What follows belongs to an exercise in optimizing a design on an open flow for small area; a production flow would make more cautious choices. In this exercise RTL edits were held to simulation tests only and were not proved equivalent to the original. Power is estimated from default activity; no workload was simulated.

==> juniper <==
==> flow/design.v (excerpt) <==
module axi4_straddle_convertor #
(
    parameter integer AXI_TUSER_L        = 161,
    parameter integer BUFFER_SIZE        = 4
)
(
    input wire                                  ACLK,
    input wire                                  ARESETN,
    input wire [AXI_TUSER_L-1:0]               S_AXIS_TUSER,
    input wire [511:0]                         S_AXIS_TDATA,
    input wire [15:0]                          S_AXIS_TKEEP,
    input wire                                 S_AXIS_TLAST,
    input wire                                 S_AXIS_TVALID,
    output wire                                S_AXIS_TREADY,
    output wire [AXI_TUSER_L-1:0]              M_AXIS_TUSER,
    output wire [511:0]                        M_AXIS_TDATA,
    output wire [15:0]                         M_AXIS_TKEEP,
    output wire                                M_AXIS_TLAST,
    output wire                                M_AXIS_TVALID,
    input wire                                 M_AXIS_TREADY,
    output reg [1:0]                           error_invalid_state
);
export LEC_CHECK = 0
export CAP_MARGIN = 40
export CORE_MARGIN = 2
export CORE_UTILIZATION = 70
export CTS_BUF_LIST = sky130_fd_sc_hd__clkbuf_16
export CTS_CLUSTER_DIAMETER = 60
export CTS_CLUSTER_SIZE = 30
export SLEW_MARGIN = 40
export SYNTH_HIERARCHICAL = 1
export SYNTH_MINIMUM_KEEP_SIZE = 0
create_clock -name core_clock -period 6.0 [get_ports {ACLK}]
standard.sh (not shown) runs the stock make flow with config.mk's settings and CLKGATE_MAP_FILE= SYNTH_SCRIPT=/design/flow/synth_recipe.tcl, a recipe that flattens the netlist after the stock synthesis.
==> flow/flow/run.sh <==
#!/bin/bash
# Standard synthesis and layout, with two changes: the ports are buffered with buf_1
# (instead of the resizer's default pick), and the clock tree is built without dummy loads.
set -euo pipefail
CTS="-sink_clustering_enable -repair_clock_nets -buf_list sky130_fd_sc_hd__clkbuf_16"
CTS="$CTS -sink_clustering_size 30 -sink_clustering_max_diameter 60 -dont_use_dummy_load"
bash standard.sh synth > synth.log 2>&1
bash standard.sh "BUFFER_PORTS_ARGS=-buffer_cell sky130_fd_sc_hd__buf_1" "CTS_ARGS=$CTS" finish > layout.log 2>&1
==> inputs of amber, as changes to juniper <==
--- a/flow/design.v
+++ b/flow/design.v
@@ -62,28 +62,25 @@
         4'b1111: begin tlp_nxt = 2'b00; x_nxt = 1'b0; end
         4'b0111: begin tlp_nxt = old_cur ? 2'b01 : 2'b10; x_nxt = 1'b0; end
         4'b0101: begin tlp_nxt = 2'b00; x_nxt = 1'b0; end
         4'b0110: begin tlp_nxt = 2'b00; x_nxt = 1'b0; end
         4'b00??: ;
         default: illegal_eop = 1'b1;
     endcase
 end
-reg [15:0] mask0, mask1;
-integer m;
-always @(*) begin
-    for (m = 0; m < 16; m = m + 1) begin
-        mask0[m] = S_AXIS_TKEEP[m] && (m <= is_eop0_ptr);
-        mask1[m] = S_AXIS_TKEEP[m] && (m <= is_eop1_ptr);
-    end
-end
 wire end0 = tlp_cur[0] && !tlp_nxt[0];
 wire end1 = tlp_cur[1] && !tlp_nxt[1];
-wire [15:0] km0 = end0 ? ((is_eop[0] && !old_cur) ? mask0 : mask1) : S_AXIS_TKEEP;
-wire [15:0] km1 = end1 ? ((is_eop[1] &&  old_cur) ? mask0 : mask1) : S_AXIS_TKEEP;
+wire [3:0] eptr0 = (is_eop[0] && !old_cur) ? is_eop0_ptr : is_eop1_ptr;
+wire [3:0] eptr1 = (is_eop[1] &&  old_cur) ? is_eop0_ptr : is_eop1_ptr;
+function [7:0] half_mask(input h, input [3:0] e);
+    integer k;
+    for (k = 0; k < 8; k = k + 1)
+        half_mask[k] = h ? (e[3] && k <= e[2:0]) : (e[3] || k <= e[2:0]);
+endfunction
 wire       act0 = s_fire && tlp_cur[0];
 wire       act1 = s_fire && tlp_cur[1];
 wire [1:0] l0 = !tlp_cur[0] ? 2'b00 : x_cur ? 2'b10 : tlp_cur[1] ? 2'b01 : 2'b11;
 wire [1:0] l1 = !tlp_cur[1] ? 2'b00 : !tlp_cur[0] ? 2'b11 : x_cur ? 2'b01 : 2'b10;
 wire [1:0] nwp0 = write_ptr0 + 2'd1;
 wire [1:0] nwp1 = write_ptr1 + 2'd1;
 wire wlo0  = act0 && !lane0_filled0 && (l0 != 2'b00);
 wire whi0  = act0 && ((l0 == 2'b11) || (lane0_filled0 && l0 != 2'b00));
@@ -100,42 +97,66 @@
 generate
 for (b = 0; b < 256; b = b + 1) begin : g_din
     straddle_muxi u_lo0 (.s(slo0), .a(S_AXIS_TDATA[b]), .b(S_AXIS_TDATA[256+b]), .y(din_lo0[b]));
     straddle_muxi u_hi0 (.s(shi0), .a(S_AXIS_TDATA[b]), .b(S_AXIS_TDATA[256+b]), .y(din_hi0[b]));
     straddle_muxi u_lo1 (.s(slo1), .a(S_AXIS_TDATA[b]), .b(S_AXIS_TDATA[256+b]), .y(din_lo1[b]));
     straddle_muxi u_hi1 (.s(shi1), .a(S_AXIS_TDATA[b]), .b(S_AXIS_TDATA[256+b]), .y(din_hi1[b]));
 end
 endgenerate
-wire [7:0]   kin_lo0 = ~(slo0 ? km0[15:8] : km0[7:0]);
-wire [7:0]   kin_hi0 = ~(shi0 ? km0[15:8] : km0[7:0]);
-wire [7:0]   kin_lo1 = ~(slo1 ? km1[15:8] : km1[7:0]);
-wire [7:0]   kin_hi1 = ~(shi1 ? km1[15:8] : km1[7:0]);
+wire [7:0] klo0 = slo0 ? S_AXIS_TKEEP[15:8] : S_AXIS_TKEEP[7:0];
+wire [7:0] khi0 = shi0 ? S_AXIS_TKEEP[15:8] : S_AXIS_TKEEP[7:0];
+wire [7:0] klo1 = slo1 ? S_AXIS_TKEEP[15:8] : S_AXIS_TKEEP[7:0];
+wire [7:0] khi1 = shi1 ? S_AXIS_TKEEP[15:8] : S_AXIS_TKEEP[7:0];
+wire [7:0] kin_lo0 = ~(klo0 & (end0 ? half_mask(slo0, eptr0) : 8'hff));
+wire [7:0] kin_hi0 = ~(khi0 & (end0 ? half_mask(shi0, eptr0) : 8'hff));
+wire [7:0] kin_lo1 = ~(klo1 & (end1 ? half_mask(slo1, eptr1) : 8'hff));
+wire [7:0] kin_hi1 = ~(khi1 & (end1 ? half_mask(shi1, eptr1) : 8'hff));
 reg [255:0] d0_lo [0:3];
 reg [255:0] d0_hi [0:3];
 reg [255:0] d1_lo [0:3];
 reg [255:0] d1_hi [0:3];
 reg [7:0]   k0_lo [0:3];
 reg [7:0]   k0_hi [0:3];
 reg [7:0]   k1_lo [0:3];
 reg [7:0]   k1_hi [0:3];
-genvar e;
+genvar e, k;
 generate
 for (e = 0; e < 4; e = e + 1) begin : g_ent
     wire lo_we0 = (wlo0 && write_ptr0 == e) || (wlon0 && nwp0 == e);
     wire hi_we0 = whi0 && write_ptr0 == e;
     wire lo_we1 = (wlo1 && write_ptr1 == e) || (wlon1 && nwp1 == e);
     wire hi_we1 = whi1 && write_ptr1 == e;
+    wire kh_we0 = lo_we0 || hi_we0;
+    wire kh_we1 = lo_we1 || hi_we1;
+    wire [7:0] kh_d0 = hi_we0 ? kin_hi0 : 8'hff;
+    wire [7:0] kh_d1 = hi_we1 ? kin_hi1 : 8'hff;
+    wire [255:0] n_d0_lo, n_d0_hi, n_d1_lo, n_d1_hi;
+    wire [7:0]   n_k0_lo, n_k0_hi, n_k1_lo, n_k1_hi;
+    for (k = 0; k < 256; k = k + 1) begin : g_d
+        straddle_hold u_0l (.q(d0_lo[e][k]), .we(lo_we0), .nwe(!lo_we0), .d(din_lo0[k]), .y(n_d0_lo[k]));
+        straddle_hold u_0h (.q(d0_hi[e][k]), .we(hi_we0), .nwe(!hi_we0), .d(din_hi0[k]), .y(n_d0_hi[k]));
+        straddle_hold u_1l (.q(d1_lo[e][k]), .we(lo_we1), .nwe(!lo_we1), .d(din_lo1[k]), .y(n_d1_lo[k]));
+        straddle_hold u_1h (.q(d1_hi[e][k]), .we(hi_we1), .nwe(!hi_we1), .d(din_hi1[k]), .y(n_d1_hi[k]));
+    end
+    for (k = 0; k < 8; k = k + 1) begin : g_k
+        straddle_hold u_0l (.q(k0_lo[e][k]), .we(lo_we0), .nwe(!lo_we0), .d(kin_lo0[k]), .y(n_k0_lo[k]));
+        straddle_hold u_0h (.q(k0_hi[e][k]), .we(kh_we0), .nwe(!kh_we0), .d(kh_d0[k]),   .y(n_k0_hi[k]));
+        straddle_hold u_1l (.q(k1_lo[e][k]), .we(lo_we1), .nwe(!lo_we1), .d(kin_lo1[k]), .y(n_k1_lo[k]));
+        straddle_hold u_1h (.q(k1_hi[e][k]), .we(kh_we1), .nwe(!kh_we1), .d(kh_d1[k]),   .y(n_k1_hi[k]));
+    end
     always @(posedge ACLK) begin
-        if (lo_we0) begin d0_lo[e] <= din_lo0; k0_lo[e] <= kin_lo0; end
-        if (hi_we0) d0_hi[e] <= din_hi0;
-        if (lo_we0 || hi_we0) k0_hi[e] <= hi_we0 ? kin_hi0 : 8'hff;
-        if (lo_we1) begin d1_lo[e] <= din_lo1; k1_lo[e] <= kin_lo1; end
-        if (hi_we1) d1_hi[e] <= din_hi1;
-        if (lo_we1 || hi_we1) k1_hi[e] <= hi_we1 ? kin_hi1 : 8'hff;
+        d0_lo[e] <= n_d0_lo;
+        d0_hi[e] <= n_d0_hi;
+        d1_lo[e] <= n_d1_lo;
+        d1_hi[e] <= n_d1_hi;
+        k0_lo[e] <= n_k0_lo;
+        k0_hi[e] <= n_k0_hi;
+        k1_lo[e] <= n_k1_lo;
+        k1_hi[e] <= n_k1_hi;
     end
 end
 endgenerate
 wire has0 = (write_ptr0 != read_ptr0);
 wire has1 = (write_ptr1 != read_ptr1);
 wire rd0  = has0 && (!has1 || reading_from_buffer0);
 assign M_AXIS_TVALID = has0 || has1;
 reg  [7:0] nsel_q;
@@ -269,14 +290,17 @@
         nsel_q <= nsel_n;
         if (m_fire)
             output_is_sop <= rd0 ? eop0_rd : eop1_rd;
         buffer0_full <= (nwp0 == read_ptr0) || (lane0_filled0 && (nwp0 + 2'd1 == read_ptr0));
         buffer1_full <= (nwp1 == read_ptr1) || (lane0_filled1 && (nwp1 + 2'd1 == read_ptr1));
     end
 end
 endmodule
+module straddle_hold (input wire q, input wire we, input wire nwe, input wire d, output wire y);
+assign y = (q | we) & (d | nwe);
+endmodule
 module straddle_muxi (input wire s, input wire a, input wire b, output wire y);
 assign y = ~(s ? b : a);
 endmodule
 module straddle_out8 (input wire [7:0] ns, input wire [7:0] q, output wire y);
 assign y = ~&(ns | q);
 endmodule
==> flow/flow/run.sh (replaced) <==
#!/bin/bash
# Standard synthesis and layout, with three changes: the ports are buffered with buf_1
# (instead of the resizer's default pick), the clock tree is built without dummy loads,
# and the layout's repair does not use the largest buffers and inverters (the platform's
# own don't-use list is kept and extended).
set -euo pipefail
CTS="-sink_clustering_enable -repair_clock_nets -buf_list sky130_fd_sc_hd__clkbuf_16"
CTS="$CTS -sink_clustering_size 28 -sink_clustering_max_diameter 80 -dont_use_dummy_load"
DU="sky130_fd_sc_hd__probe_p_8 sky130_fd_sc_hd__probec_p_8 sky130_fd_sc_hd__lpflow_bleeder_1 sky130_fd_sc_hd__lpflow_clkbufkapwr_1 sky130_fd_sc_hd__lpflow_clkbufkapwr_16 sky130_fd_sc_hd__lpflow_clkbufkapwr_2 sky130_fd_sc_hd__lpflow_clkbufkapwr_4 sky130_fd_sc_hd__lpflow_clkbufkapwr_8 sky130_fd_sc_hd__lpflow_clkinvkapwr_1 sky130_fd_sc_hd__lpflow_clkinvkapwr_16 sky130_fd_sc_hd__lpflow_clkinvkapwr_2 sky130_fd_sc_hd__lpflow_clkinvkapwr_4 sky130_fd_sc_hd__lpflow_clkinvkapwr_8 sky130_fd_sc_hd__lpflow_decapkapwr_12 sky130_fd_sc_hd__lpflow_decapkapwr_3 sky130_fd_sc_hd__lpflow_decapkapwr_4 sky130_fd_sc_hd__lpflow_decapkapwr_6 sky130_fd_sc_hd__lpflow_decapkapwr_8 sky130_fd_sc_hd__lpflow_inputiso0n_1 sky130_fd_sc_hd__lpflow_inputiso0p_1 sky130_fd_sc_hd__lpflow_inputiso1n_1 sky130_fd_sc_hd__lpflow_inputiso1p_1 sky130_fd_sc_hd__lpflow_inputisolatch_1 sky130_fd_sc_hd__lpflow_isobufsrc_1 sky130_fd_sc_hd__lpflow_isobufsrc_16 sky130_fd_sc_hd__lpflow_isobufsrc_2 sky130_fd_sc_hd__lpflow_isobufsrc_4 sky130_fd_sc_hd__lpflow_isobufsrc_8 sky130_fd_sc_hd__lpflow_isobufsrckapwr_16 sky130_fd_sc_hd__lpflow_lsbuf_lh_hl_isowell_tap_1 sky130_fd_sc_hd__lpflow_lsbuf_lh_hl_isowell_tap_2 sky130_fd_sc_hd__lpflow_lsbuf_lh_hl_isowell_tap_4 sky130_fd_sc_hd__lpflow_lsbuf_lh_isowell_4 sky130_fd_sc_hd__lpflow_lsbuf_lh_isowell_tap_1 sky130_fd_sc_hd__lpflow_lsbuf_lh_isowell_tap_2 sky130_fd_sc_hd__lpflow_lsbuf_lh_isowell_tap_4"
DU="$DU sky130_fd_sc_hd__buf_8 sky130_fd_sc_hd__buf_12 sky130_fd_sc_hd__buf_16"
DU="$DU sky130_fd_sc_hd__bufbuf_8 sky130_fd_sc_hd__bufbuf_16 sky130_fd_sc_hd__bufinv_8 sky130_fd_sc_hd__bufinv_16"
DU="$DU sky130_fd_sc_hd__inv_12 sky130_fd_sc_hd__inv_16"
bash standard.sh synth > synth.log 2>&1
bash standard.sh "BUFFER_PORTS_ARGS=-buffer_cell sky130_fd_sc_hd__buf_1" "CTS_ARGS=$CTS" "DONT_USE_CELLS=$DU" finish > layout.log 2>&1
==> inputs of garnet, as changes to juniper <==
--- a/flow/design.v
+++ b/flow/design.v
@@ -25,49 +25,48 @@
 wire [1:0] is_sop0_ptr = S_AXIS_TUSER[69:68];
 wire [3:0] is_eop0_ptr = S_AXIS_TUSER[83:80];
 wire [3:0] is_eop1_ptr = S_AXIS_TUSER[87:84];
 reg [1:0] write_ptr0, read_ptr0;
 reg [1:0] write_ptr1, read_ptr1;
 reg       lane0_filled0, lane0_filled1;
 reg       buffer0_full, buffer1_full;
 reg [1:0] tlp_active;
-reg       lane_x;
+reg [3:0] byte_lane_tracker;
 reg       old_tlp;
 reg [3:0] buffer0_eop, buffer1_eop;
 reg       reading_from_buffer0;
 reg       output_is_sop;
 assign S_AXIS_TREADY = !buffer0_full && !buffer1_full;
 wire s_fire = S_AXIS_TVALID && S_AXIS_TREADY;
 reg [1:0] tlp_cur, tlp_nxt;
-reg       x_cur, x_nxt;
+reg [3:0] blt_cur, blt_nxt;
 reg       old_cur;
 reg       illegal_sop, illegal_eop;
-wire      sp0z = (is_sop0_ptr == 2'b00);
 always @(*) begin
     tlp_cur = tlp_active;
-    x_cur   = lane_x;
+    blt_cur = byte_lane_tracker;
     old_cur = old_tlp;
     illegal_sop = 1'b0;
     casez ({is_sop[1:0], tlp_active})
-        4'b11??: begin tlp_cur = 2'b11; x_cur = 1'b0;  old_cur = 1'b0; end
-        4'b0100: begin tlp_cur = 2'b01; x_cur = !sp0z; old_cur = 1'b0; end
-        4'b0101: begin tlp_cur = 2'b11; x_cur = sp0z;  old_cur = 1'b0; end
-        4'b0110: begin tlp_cur = 2'b11; x_cur = !sp0z; old_cur = 1'b1; end
+        4'b11??: begin tlp_cur = 2'b11; blt_cur = 4'b1001; old_cur = 1'b0; end
+        4'b0100: begin tlp_cur = 2'b01; blt_cur = (is_sop0_ptr == 2'b00) ? 4'b0011 : 4'b0010; old_cur = 1'b0; end
+        4'b0101: begin tlp_cur = 2'b11; blt_cur = (is_sop0_ptr == 2'b00) ? 4'b0110 : 4'b1001; old_cur = 1'b0; end
+        4'b0110: begin tlp_cur = 2'b11; blt_cur = (is_sop0_ptr == 2'b00) ? 4'b1001 : 4'b0110; old_cur = 1'b1; end
         4'b00??: ;
         default: illegal_sop = 1'b1;
     endcase
     tlp_nxt = tlp_cur;
-    x_nxt   = x_cur;
+    blt_nxt = blt_cur;
     illegal_eop = 1'b0;
     casez ({is_eop[1:0], tlp_cur})
-        4'b1111: begin tlp_nxt = 2'b00; x_nxt = 1'b0; end
-        4'b0111: begin tlp_nxt = old_cur ? 2'b01 : 2'b10; x_nxt = 1'b0; end
-        4'b0101: begin tlp_nxt = 2'b00; x_nxt = 1'b0; end
-        4'b0110: begin tlp_nxt = 2'b00; x_nxt = 1'b0; end
+        4'b1111: begin tlp_nxt = 2'b00; blt_nxt = 4'b0000; end
+        4'b0111: begin tlp_nxt = old_cur ? 2'b01 : 2'b10; blt_nxt = old_cur ? 4'b0011 : 4'b1100; end
+        4'b0101: begin tlp_nxt = 2'b00; blt_nxt = 4'b0000; end
+        4'b0110: begin tlp_nxt = 2'b00; blt_nxt = 4'b0000; end
         4'b00??: ;
         default: illegal_eop = 1'b1;
     endcase
 end
 reg [15:0] mask0, mask1;
 integer m;
 always @(*) begin
     for (m = 0; m < 16; m = m + 1) begin
@@ -76,18 +75,18 @@
     end
 end
 wire end0 = tlp_cur[0] && !tlp_nxt[0];
 wire end1 = tlp_cur[1] && !tlp_nxt[1];
 wire [15:0] km0 = end0 ? ((is_eop[0] && !old_cur) ? mask0 : mask1) : S_AXIS_TKEEP;
 wire [15:0] km1 = end1 ? ((is_eop[1] &&  old_cur) ? mask0 : mask1) : S_AXIS_TKEEP;
 wire       act0 = s_fire && tlp_cur[0];
 wire       act1 = s_fire && tlp_cur[1];
-wire [1:0] l0 = !tlp_cur[0] ? 2'b00 : x_cur ? 2'b10 : tlp_cur[1] ? 2'b01 : 2'b11;
-wire [1:0] l1 = !tlp_cur[1] ? 2'b00 : !tlp_cur[0] ? 2'b11 : x_cur ? 2'b01 : 2'b10;
+wire [1:0] l0 = blt_cur[1:0];
+wire [1:0] l1 = blt_cur[3:2];
 wire [1:0] nwp0 = write_ptr0 + 2'd1;
 wire [1:0] nwp1 = write_ptr1 + 2'd1;
 wire wlo0  = act0 && !lane0_filled0 && (l0 != 2'b00);
 wire whi0  = act0 && ((l0 == 2'b11) || (lane0_filled0 && l0 != 2'b00));
 wire wlon0 = act0 && lane0_filled0 && (l0 == 2'b11);
 wire wlo1  = act1 && !lane0_filled1 && (l1 != 2'b00);
 wire whi1  = act1 && ((l1 == 2'b11) || (lane0_filled1 && l1 != 2'b00));
 wire wlon1 = act1 && lane0_filled1 && (l1 == 2'b11);
@@ -213,32 +212,32 @@
                       {4{ rd0_n}} & (4'b0001 << read_ptr0_n)};
 always @(posedge ACLK) begin
     if (!ARESETN) begin
         write_ptr0 <= 2'd0;
         read_ptr0  <= 2'd0;
         write_ptr1 <= 2'd0;
         read_ptr1  <= 2'd0;
         tlp_active <= 2'b00;
-        lane_x <= 1'b0;
+        byte_lane_tracker <= 4'b0000;
         buffer0_full <= 1'b0;
         buffer1_full <= 1'b0;
         old_tlp <= 1'b0;
         buffer0_eop <= 4'b0000;
         buffer1_eop <= 4'b0000;
         lane0_filled0 <= 1'b0;
         lane0_filled1 <= 1'b0;
         reading_from_buffer0 <= 1'b1;
         output_is_sop <= 1'b1;
         error_invalid_state <= 2'b00;
         nsel_q <= 8'b1110_1111;
     end else begin
         if (s_fire) begin
             tlp_active <= tlp_nxt;
-            lane_x <= x_nxt;
+            byte_lane_tracker <= blt_nxt;
             old_tlp <= old_cur;
             error_invalid_state <= error_invalid_state | {illegal_sop, illegal_eop};
         end
         if (act0) begin
             if (end0) begin
                 if (wlon0) buffer0_eop[nwp0] <= 1'b1;
                 else       buffer0_eop[write_ptr0] <= 1'b1;
             end else begin
==> flow/flow/run.sh (replaced) <==
#!/bin/bash
# Standard synthesis and layout; the only change is the cell used to buffer the ports
# (buf_1 instead of the resizer's default pick).
set -euo pipefail
bash standard.sh synth > synth.log 2>&1
bash standard.sh "BUFFER_PORTS_ARGS=-buffer_cell sky130_fd_sc_hd__buf_1" finish > layout.log 2>&1
==> comparison table <==
                                                     garnet                   juniper                   amber
Initial Util                                           70.4%                     70.4%                   70.4%
Fraction of area in multi-input gates                  17.9%                     18.0%                   40.3%
XOR/XNOR Fraction of Synth Area                       0.109%                   0.0930%                 0.0907%
Place WS                                            0.943 ns                  0.987 ns                0.791 ns
Clock power frac                                       25.3%                     24.5%                   15.6%
Worst path most repeated cell                              -  sky130_fd_sc_hd__a21oi_1  sky130_fd_sc_hd__buf_4
Status                              timing/DRC/antenna clean  timing/DRC/antenna clean  timing/DRC/antenna clean
Flip-flop and latch count                               4263                      4260                    4260
Worst setup slack for register-to-register paths     1.81 ns                   1.76 ns                 1.58 ns
Average routed wire per standard cell                36.4 um                   36.7 um                 36.6 um
Placed Cells                                           12990                     12993                   17396
Buffers, non-clock                                      1298                      1305                    1673
Global-route wire length before repair                690 mm                    685 mm                  927 mm

==> static timing again, ports no longer ideal <==
Ports are ideal in the flow. The routed layouts listed here were re-timed in OpenROAD. Step 1, drivers: a clkbuf_16 drives ACLK and a buf_2 each remaining input, both assumed. Step 2 moves the port delays by t, midway between the first and last clock arrival at a register: inputs arrive t later, outputs are due t later. That takes back most of the time a late clock gives input paths. Slacks: no drivers / after step 1 / after step 2; pairs: no drivers / after step 1.
run	t, ns	setup WS [ns]	clock arrival spread, ns
juniper	0.969	0.847 / 0.743 / 0.762	0.124 / 0.124
amber	0.976	0.647 / 0.541 / 0.709	0.053 / 0.053
garnet	1.014	0.535 / 0.423 / 0.704	0.057 / 0.057
After both steps every run listed still meets setup and hold. The setup slack of juniper, which loses most, moves by -0.104 ns with the drivers and by -0.085 ns with both steps.
